This design comes from an exercise in tuning for a short achievable clock period and few clock cycles on the open sky130 flow, not from production work. At most, simulation tests tie the RTL to the original design; equivalence was not proved. Power is estimated from default activity; no workload was simulated.

Design wisc_proc, start of the top module:
module wisc_proc (
	input clk,
	input rst,
	output [15:0] imem_addr,
	input [15:0] imem_rdata,
	output [15:0] dmem_addr,
	output [15:0] dmem_wdata,
	output dmem_en,
	output dmem_wr,
	input [15:0] dmem_rdata,
	output halt
	);
clock: 10.5 ns
lec_check: 0
cap_margin: 20
core_margin: 2
core_utilization: 40
place_density: 0.6
setup_slack_margin: 5
slew_margin: 20
synth_hierarchical: 1
synth_minimum_keep_size: 0
tns_end_percent: 100
standard.sh (not shown) runs the stock make flow with config.mk's settings and CLKGATE_MAP_FILE= SYNTH_SCRIPT=/design/flow/synth_recipe.tcl, a recipe that flattens the netlist after the stock synthesis.
==> flow/flow/run.sh <==
#!/bin/bash
# Standard layout, with timing repair aimed well below the design's
# clock period (the constraints are unchanged; only the repair target).
set -euo pipefail
MARGIN=${MARGIN:-7.3}
bash standard.sh SETUP_SLACK_MARGIN=$MARGIN TNS_END_PERCENT=100 finish > standard.log 2>&1
Testbench counts at the start, summed over its fixed seeds: cycles 36,225.
Change:
--- a/flow/design.v
+++ b/flow/design.v
@@ -75,48 +75,53 @@
 	reg [2:0]  wr_m;
 	reg [15:0] rf0, rf1, rf2, rf3, rf4, rf5, rf6, rf7;
 	function [15:0] rfread(input [2:0] s, input [15:0] r0, input [15:0] r1, input [15:0] r2,
 		input [15:0] r3, input [15:0] r4, input [15:0] r5, input [15:0] r6, input [15:0] r7);
 		case (s)
 			3'd0: rfread = r0; 3'd1: rfread = r1; 3'd2: rfread = r2; 3'd3: rfread = r3;
 			3'd4: rfread = r4; 3'd5: rfread = r5; 3'd6: rfread = r6; default: rfread = r7;
 		endcase
 	endfunction
 	wire [16:0] sum_e;
 	wire [15:0] dsub_e;
 	ks_add16 u_add_e (.a(a_e), .b(b_e), .cin(1'b0), .s(sum_e[15:0]), .cout(sum_e[16]));
-	ks_add16 u_sub_e (.a(~a_e), .b(b_e), .cin(1'b1), .s(dsub_e), .cout());
+	wire ge_ba_e;                                  
+	ks_add16 u_sub_e (.a(~a_e), .b(b_e), .cin(1'b1), .s(dsub_e), .cout(ge_ba_e));
 	wire [3:0] sa = b_e[3:0];
-	wire [31:0] rl2 = {a_e, a_e} << sa;
-	wire [31:0] rr2 = {a_e, a_e} >> sa;
-	reg [15:0] sh_e;
+	wire [3:0] amt = shk_e[1] ? (4'd0 - sa) : sa;
+	wire [15:0] r1 = amt[0] ? {a_e[14:0], a_e[15]} : a_e;
+	wire [15:0] r2 = amt[1] ? {r1[13:0], r1[15:14]} : r1;
+	wire [15:0] r4 = amt[2] ? {r2[11:0], r2[15:12]} : r2;
+	wire [15:0] r8 = amt[3] ? {r4[7:0], r4[15:8]} : r4;
+	reg [15:0] shm;
+	integer si;
 	always @(*) begin
-		case (shk_e)
-			2'd0: sh_e = rl2[31:16];
-			2'd1: sh_e = a_e << sa;
-			2'd2: sh_e = rr2[15:0];
-			default: sh_e = a_e >> sa;
-		endcase
+		for (si = 0; si < 16; si = si + 1)
+			case (shk_e)
+				2'd1: shm[si] = (si >= sa);
+				2'd3: shm[si] = (si + sa <= 15);
+				default: shm[si] = 1'b1;
+			endcase
 	end
+	wire [15:0] sh_e = r8 & shm;
 	wire eq_e = (a_e == b_e);
-	wire [15:0] dif_e;
-	wire ge_u_e;                                   
-	ks_add16 u_cmp_e (.a(a_e), .b(~b_e), .cin(1'b1), .s(dif_e), .cout(ge_u_e));
-	wire lt_e = (a_e[15] != b_e[15]) ? a_e[15] : ~ge_u_e;
+	wire sgn_d = a_e[15] ^ b_e[15];
+	wire lt_e = sgn_d ? a_e[15] : (ge_ba_e & ~eq_e);
+	wire le_e = sgn_d ? a_e[15] : ge_ba_e;
 	reg cm_e;
 	always @(*) begin
 		case (cmk_e)
 			2'd0: cm_e = eq_e;
 			2'd1: cm_e = lt_e;
-			2'd2: cm_e = lt_e | eq_e;
+			2'd2: cm_e = le_e;
 			default: cm_e = sum_e[16];
 		endcase
 	end
 	wire [15:0] btr_e;
 	genvar gi;
 	generate for (gi = 0; gi < 16; gi = gi + 1) begin : g_btr
 		assign btr_e[gi] = a_e[15 - gi];
 	end endgenerate
 	wire [15:0] fast_e = s_slbi ? {a_e[7:0], b_e[7:0]} : b_e;
 	wire [15:0] res_e =
 		({16{s_add}} & sum_e[15:0]) |
 		({16{sub_e}} & dsub_e) |
@@ -197,25 +202,34 @@
 	always @(*) begin
 		case (bop_e)
 			2'b00: btaken_e = ae_zero;
 			2'b01: btaken_e = ~ae_zero;
 			2'b10: btaken_e = a_e[15];
 			default: btaken_e = ~a_e[15];
 		endcase
 	end
 	wire mis_e = v_e & br_e & (btaken_e != bpred_e);
 	wire [15:0] mis_pc = btaken_e ? btgt_e : bfall_e;
 	wire [15:0] tgt_pc, tgt_jr_rf, tgt_jr_e;
 	ks_add16 u_add_pc (.a(pcp2_d), .b(i_j ? sx11 : sx8), .cin(1'b0), .s(tgt_pc), .cout());
-	ks_add16 u_add_jr (.a(rf_a), .b(sx8), .cin(1'b0), .s(tgt_jr_rf), .cout());
+	wire [15:0] jt0, jt1, jt2, jt3, jt4, jt5, jt6, jt7;
+	ks_add16 u_jt0 (.a(rf0), .b(sx8), .cin(1'b0), .s(jt0), .cout());
+	ks_add16 u_jt1 (.a(rf1), .b(sx8), .cin(1'b0), .s(jt1), .cout());
+	ks_add16 u_jt2 (.a(rf2), .b(sx8), .cin(1'b0), .s(jt2), .cout());
+	ks_add16 u_jt3 (.a(rf3), .b(sx8), .cin(1'b0), .s(jt3), .cout());
+	ks_add16 u_jt4 (.a(rf4), .b(sx8), .cin(1'b0), .s(jt4), .cout());
+	ks_add16 u_jt5 (.a(rf5), .b(sx8), .cin(1'b0), .s(jt5), .cout());
+	ks_add16 u_jt6 (.a(rf6), .b(sx8), .cin(1'b0), .s(jt6), .cout());
+	ks_add16 u_jt7 (.a(rf7), .b(sx8), .cin(1'b0), .s(jt7), .cout());
+	assign tgt_jr_rf = rfread(rs, jt0, jt1, jt2, jt3, jt4, jt5, jt6, jt7);
 	ks_add16 u_add_je (.a(fast_e), .b(sx8), .cin(1'b0), .s(tgt_jr_e), .cout());
 	wire [15:0] tgt_jr = hit_ea ? tgt_jr_e : tgt_jr_rf;
 	wire br_off = |ir_d[7:0];
 	wire br_now = i_br & br_off & ~br_late;
 	wire redir_t = (br_now & br_taken & ~pred_d) | (i_j & ~pred_d) | i_jr;    
 	wire redir_n = br_now & ~br_taken & pred_d;                              
 	wire redirect = vd & ~stall & (redir_t | redir_n);
 	wire [15:0] redir_pc = i_jr ? tgt_jr : redir_n ? pcp2_d : tgt_pc;
 	wire imm_s5 = i_alui & ~op[1] | i_st | i_ld;      
 	wire [15:0] b_d = (i_ari | i_shr | i_cmp) ? fb :
 	                  imm_s5 ? sx5 :
 	                  i_lbi ? sx8 :
Die area went up by a quarter to a third.
Area after synthesis came out higher by a quarter to a third.
Total power decreases by a little under a tenth.
Wire length rose by about a fifth.
Worst setup slack got worse by 240 ps.
Global-route usage went down by 0.77 points.
Only the layout flow was run in the second run of this note; the RTL was not checked for function there.

-- separate check: timing with driven ports --
The flow's constraints put no driver on any port. The routed layouts listed below were extracted and timed again, unchanged, in two steps.
Step 1 (the two cells are an assumption about what drives the block):
set clk [get_ports {clk}]
set_driving_cell -lib_cell sky130_fd_sc_hd__clkbuf_16 $clk
set_driving_cell -lib_cell sky130_fd_sc_hd__buf_2 [delete_from_list [all_inputs] $clk]
Step 2, shift: input delay + t, output delay - t, t = (earliest + latest rising clock arrival at the registers) / 2. This alone moves slack from input paths to output paths.
a / b / c = no drivers / after step 1 / after step 2; a / b = the first two.
run | t (ns) | setup slack, ns | worst setup path at the end | clock arrival spread, ns | pins driven straight from the clock port
the first run | 0.637 | 6.713 / 6.713 / 6.116 | input to register | 0.028 / 0.028 | 1
the second run | 0.658 | 6.474 / 6.487 / 5.834 | input to register | 0.027 / 0.028 | 1
After both steps setup and hold are still met in every run listed. The setup slack of the second run, which loses most, moves by +0.013 ns with the drivers and by -0.640 ns with both steps.
